What follows belongs to an exercise in optimizing a design on an open flow for small area, a short achievable clock period and few clock cycles per item; a production flow would make more cautious choices. Where RTL was checked, it was by simulation tests only, not by an equivalence proof against the original.

==> 09-12 <==
## Exponential
module Exponential(input clk, rst, start, input [15:0] x,
                   output done, output [1:0] intpart, output [15:0] fracpart);
  reg        busy;
  reg [3:0]  step;
  reg [7:0]  one, two, neg;    
  reg        one8;             
  reg [15:0] t;       
  reg [17:0] r;       
  reg        acc;     
  wire [31:0] p0, p1;
  mulb mul(.one(one), .two(two), .neg(neg), .one8(one8), .b(t), .s0(p0), .s1(p1));
  wire [15:0] p;
  wire        c16, c17, c18, c19;
  cpa32h cpa(.a(p0), .b(p1), .s(p), .c16(c16), .c17(c17), .c18(c18), .c19(c19));
  wire [31:0] hs = p0 ^ p1;
  wire [31:0] ho = p0 | p1;
  wire [31:17] ez = ~(hs[31:17] ^ ho[30:16]);
  wire        ez_hi = &ez[31:20];
  reg zero;
  always @(*) begin
    case (step)
      4'd0:    zero = ez_hi & (&ez[19:18]) & ~(hs[17] ^ c17);
      4'd3:    zero = ez_hi & ez[19] & ~(hs[18] ^ c18);
      4'd10:   zero = ez_hi & ~(hs[19] ^ c19);
      default: zero = ez_hi & (&ez[19:17]) & ~(hs[16] ^ c16);
    endcase
  end
  reg [15:0] q;
  always @(*) begin
    case (step)
      4'd0:    q = {1'b0, p[15:1]};
      4'd3:    q = {2'b0, p[15:2]};
      4'd10:   q = {3'b0, p[15:3]};
      default: q = p;
    endcase
  end
  wire q_term = (step == 4'd0) | (step == 4'd2) | (step == 4'd3) | (step == 4'd5) |
                (step == 4'd7) | (step == 4'd9) | (step == 4'd10);
  wire last   = (step == 4'd11) | zero;
  reg [15:0] y_next;
  always @(*) begin
    case (step)
      4'd1:    y_next = 16'h5555;
      4'd4:    y_next = 16'h3333;
      4'd6:    y_next = 16'h2AAA;
      4'd8:    y_next = 16'h2492;
      default: y_next = x;
    endcase
  end
  wire [15:0] y = (start & ~busy) ? x : y_next;
  wire [16:0] ym = {y, 1'b0};    
  reg  [7:0]  one_n, two_n, neg_n;
  integer j;
  always @(*) begin
    for (j = 0; j < 8; j = j + 1) begin
      one_n[j] = ym[2*j+1] ^ ym[2*j];
  ...
==> module Exponential, before the edit <==
module Exponential(input clk, rst, start, input [15:0] x,
                   output done, output [1:0] intpart, output [15:0] fracpart);
  reg        busy;
  reg [3:0]  step;
  reg [7:0]  one, two, neg;    
  reg        one8;             
  reg [15:0] t;       
  reg [17:0] r;       
  reg        acc;     
  wire [31:0] p0, p1;
  mulb mul(.one(one), .two(two), .neg(neg), .one8(one8), .b(t), .s0(p0), .s1(p1));
  wire [15:0] p;
  wire        c16, c17, c18, c19;
  cpa32h cpa(.a(p0), .b(p1), .s(p), .c16(c16), .c17(c17), .c18(c18), .c19(c19));
  wire [31:0] hs = p0 ^ p1;
  wire [31:0] ho = p0 | p1;
  wire [31:17] ez = ~(hs[31:17] ^ ho[30:16]);
  wire        ez_hi = &ez[31:20];
  reg zero;
  always @(*) begin
    case (step)
      4'd0:    zero = ez_hi & (&ez[19:18]) & ~(hs[17] ^ c17);
      4'd3:    zero = ez_hi & ez[19] & ~(hs[18] ^ c18);
      4'd10:   zero = ez_hi & ~(hs[19] ^ c19);
      default: zero = ez_hi & (&ez[19:17]) & ~(hs[16] ^ c16);
    endcase
  end
  reg [15:0] q;
  always @(*) begin
    case (step)
      4'd0:    q = {1'b0, p[15:1]};
      4'd3:    q = {2'b0, p[15:2]};
      4'd10:   q = {3'b0, p[15:3]};
      default: q = p;
    endcase
  end
  wire q_term = (step == 4'd0) | (step == 4'd2) | (step == 4'd3) | (step == 4'd5) |
                (step == 4'd7) | (step == 4'd9) | (step == 4'd10);
  wire last   = (step == 4'd11) | zero;
  reg [15:0] y_next;
  always @(*) begin
    case (step)
      4'd1:    y_next = 16'h5555;
      4'd4:    y_next = 16'h3333;
      4'd6:    y_next = 16'h2AAA;
      4'd8:    y_next = 16'h2492;
      default: y_next = x;
    endcase
  end
  wire [15:0] y = (start & ~busy) ? x : y_next;
  wire [16:0] ym = {y, 1'b0};    
  reg  [7:0]  one_n, two_n, neg_n;
  integer j;
  always @(*) begin
    for (j = 0; j < 8; j = j + 1) begin
      one_n[j] = ym[2*j+1] ^ ym[2*j];
      two_n[j] = (ym[2*j+2] & ~ym[2*j+1] & ~ym[2*j]) | (~ym[2*j+2] & ym[2*j+1] & ym[2*j]);
      neg_n[j] = ym[2*j+2];
    end
  end
  assign {intpart, fracpart} = r;
  assign done = ~busy;
  wire go = start & ~busy;
  reg [15:0] t0;
  reg        bw;
  integer    i;
  always @(*) begin
    bw = 1'b1;
    t0[0] = x[0];
    for (i = 1; i < 16; i = i + 1) begin
      t0[i] = x[i] ^ bw;
      bw = bw & ~x[i];
    end
    if (bw)
      t0 = 16'd0;
  end
  always @(posedge clk or posedge rst) begin
    if (rst)
      busy <= 1'b0;
    else if (go)
      busy <= 1'b1;
    else if (last)
      busy <= 1'b0;
  end
  always @(posedge clk) begin
    step <= go ? 4'd0 : step + 4'd1;
    one  <= one_n;
    two  <= two_n;
    neg  <= neg_n;
    one8 <= y[15];
    t    <= go ? t0 : q;
    acc  <= go | q_term;
    if (go)
      r <= 18'h0FFFF;
    else if (busy)
      r <= r + (acc ? {2'b00, t} : 18'd0);
  end
endmodule
export LEC_CHECK = 0
export CAP_MARGIN = 20
export CORE_MARGIN = 2
export CORE_UTILIZATION = 60
export SETUP_SLACK_MARGIN = 4.5
export SLEW_MARGIN = 20
create_clock -name core_clock -period 9.0 [get_ports {clk}]
run.sh (not shown) runs the stock make flow with config.mk's settings and CLKGATE_MAP_FILE= SYNTH_SCRIPT=/design/flow/synth_recipe.tcl, a recipe that flattens the netlist after the stock synthesis.
==> 07-02 (differences from 09-12) <==
--- a/flow/design.v
+++ b/flow/design.v
@@ -1,3 +1,26 @@
+module radd(input [17:0] r, input [15:0] t, output [17:0] s);
+  wire [8:0] cl;
+  wire [10:0] c0, c1;
+  wire [9:0] s0, s1;
+  wire [9:0] th = {2'b00, t[15:8]};
+  assign cl[0] = 1'b0;
+  genvar i;
+  generate
+    for (i = 0; i < 8; i = i + 1) begin : lo
+      assign s[i]    = r[i] ^ t[i] ^ cl[i];
+      assign cl[i+1] = (r[i] & t[i]) | (r[i] & cl[i]) | (t[i] & cl[i]);
+    end
+    assign c0[0] = 1'b0;
+    assign c1[0] = 1'b1;
+    for (i = 0; i < 10; i = i + 1) begin : hi
+      assign s0[i]   = r[8+i] ^ th[i] ^ c0[i];
+      assign c0[i+1] = (r[8+i] & th[i]) | (r[8+i] & c0[i]) | (th[i] & c0[i]);
+      assign s1[i]   = r[8+i] ^ th[i] ^ c1[i];
+      assign c1[i+1] = (r[8+i] & th[i]) | (r[8+i] & c1[i]) | (th[i] & c1[i]);
+    end
+  endgenerate
+  assign s[17:8] = cl[8] ? s1 : s0;
+endmodule
 module mulb(input [7:0] one, input [7:0] two, input [7:0] neg, input one8,
   input [15:0] b, output [31:0] s0, output [31:0] s1);
   wire [17:0] bx = {1'b0, b, 1'b0};    
@@ -927,6 +950,8 @@
     end
   end
   assign {intpart, fracpart} = r;
+  wire [17:0] rsum;
+  radd ra(.r(r), .t(acc ? t : 16'd0), .s(rsum));
   assign done = ~busy;
   wire go = start & ~busy;
   reg [15:0] t0;
@@ -961,6 +986,6 @@
     if (go)
       r <= 18'h0FFFF;
     else if (busy)
-      r <= r + (acc ? {2'b00, t} : 18'd0);
+      r <= rsum;
   end
 endmodule
SETUP_SLACK_MARGIN = 3   (was 4.5)
==> 07-14 (differences from 09-12) <==
SETUP_SLACK_MARGIN = 3.5   (was 4.5)
==> 07-10 (differences from 09-12) <==
SETUP_SLACK_MARGIN = 3   (was 4.5)
==> impl_metrics.tcl <==
set metrics [dict create \
    signal_buffers 68 \
    status "complete, no violations" \
    via_count 8928 \
    rsz0062_at_grt "true" \
    syn_inst 1264 \
    crit_chain "buf_4 -> inv_2 -> xnor2_1 -> fa_1 -> inv_1 -> fa_1 -> inv_1 -> fa_1 -> inv_1 -> fa_1 -> ha_1 -> nand2_1 -> o21ai_1 -> nor4_4 -> buf_4 -> nor4b_2 -> o31ai_4 -> a21oi_2 -> nor2_1 -> xor2_1 -> o221ai_1 -> o22a_1" \
]
The numbers above come from 07-10.

==> impl_metrics.tcl <==
set metrics [dict create \
    status "complete, no violations" \
    signal_buffers 118 \
    via_count 9239 \
    rsz0062_at_grt "true" \
    synth-simple-area-share_pct 10.6 \
    multi_input_area_share_pct 69.4 \
    antenna_found_initial 1 \
    syn_inst 1264 \
    max_freq_mhz 186 \
]
The numbers above come from 07-14.

==> impl_metrics.tcl <==
set metrics [dict create \
    syn_inst 1293 \
    rsz0062_at_grt "false" \
    crit_chain "a22oi_1 -> xnor2_1 -> fa_1 -> inv_1 -> fa_1 -> fa_1 -> inv_1 -> fa_1 -> ha_1 -> a21o_1 -> or4_4 -> a311oi_2 -> xor2_1 -> a2bb2o_4 -> a211oi_1 -> o22ai_1" \
    signal_buffers 56 \
    status "complete, no violations" \
    via_count 9095 \
]
The numbers above come from 07-02.

==> impl_metrics.tcl <==
set metrics [dict create \
    clock_buffers 10 \
    cts.clk_slew.worst_paths_ns 0.06 \
    signal_buffers 122 \
    syn_inst 1264 \
    yosysUniqueCellTypes 68 \
    yosys.area.top_type "fa_1" \
    status "complete, no violations" \
    path_delay_family "adder cells" \
    rsz0062_at_grt "true" \
    hp-class "flip-flop to flip-flop" \
]
The numbers above come from 09-12.

Testbench counts of 07-02, summed over its fixed seeds: cycles 3,484, items 384.
Only the layout flow was run in 09-12, 07-14 and 07-10; the RTL was not checked for function there.

========
==> 10-27 <==
Exponential, a different RTL version from the one above (not shown whole).
Settings: LEC_CHECK=0, CAP_MARGIN=20, CORE_MARGIN=2, CORE_UTILIZATION=40, SETUP_SLACK_MARGIN=3, SLEW_MARGIN=20; clock period 9.0 ns.
==> 04-02 (differences from 10-27) <==
- CORE_UTILIZATION: 40 -> 70
==> qor.yml <==
outcome: "finished clean"
post-cts-setup-buffers: 24
drive_gt1_frac: 0.0976
met2_usage: 0.615
regToRegEndpoint: "t[13]$_DFF_P_"
cp.buffers_inverters: 5
whs_ps: 477
viasPerCell: 6.15
crit_cells: 22
nClkBuffers: 5
clk_share: 0.0125
crit_path_max_incr_delay_ps: 530
syn_to_final_growth_pct: 10.9
the above is filed under 04-02

==> qor.yml <==
outcome: "finished clean"
cp.buffers_inverters: 2
crit_path_max_incr_delay_ps: 580
whs_ps: 467
viasPerCell: 5.29
crit_cells: 18
drive_gt1_frac: 0.0978
post-cts-setup-buffers: 19
syn_to_final_growth_pct: 12.8
met2_usage: 0.375
nClkBuffers: 6
clk_share: 0.0118
the above is filed under 10-27

Testbench counts of 10-27, summed over its fixed seeds: cycles 3,484, items 384.
Testbench counts of 04-02, summed over its fixed seeds: cycles 3,484, items 384.

afterwards: timing with drivers on the ports:
The flow's constraints put no driver on any port. The routed layouts listed below were extracted and timed again, unchanged, in two steps. Step 1 assumes that a clkbuf_16 drives the clock port and a buf_2 every other input. Step 2 also shifts input and output timing later by t, the mid clock arrival at the registers, as if the neighbouring blocks saw the same clock. Three values: no drivers, after step 1, after step 2; two values: the first two.
run	t, ns	slack for setup (ns)	worst setup path at the end	worst slew at a driven data input, ns	cell pins on the clock port's net
09-12	0.363	3.651 / 3.651 / 3.604	input to register	0.04	1
07-02	0.373	3.253 / 3.253 / 3.159	input to register	0.05	1
07-14	0.369	3.631 / 3.631 / 3.365	input to register	0.05	1
07-10	0.379	3.206 / 3.206 / 2.987	input to register	0.04	1
10-27	0.337	3.060 / 3.060 / 3.060	register to register	0.05	1
04-02	0.332	2.935 / 2.935 / 2.935	register to register	0.03	1
After both steps every run listed still meets setup and hold. The setup slack of 07-14, which loses most, moves by 0.000 ns with the drivers and by -0.266 ns with both steps.
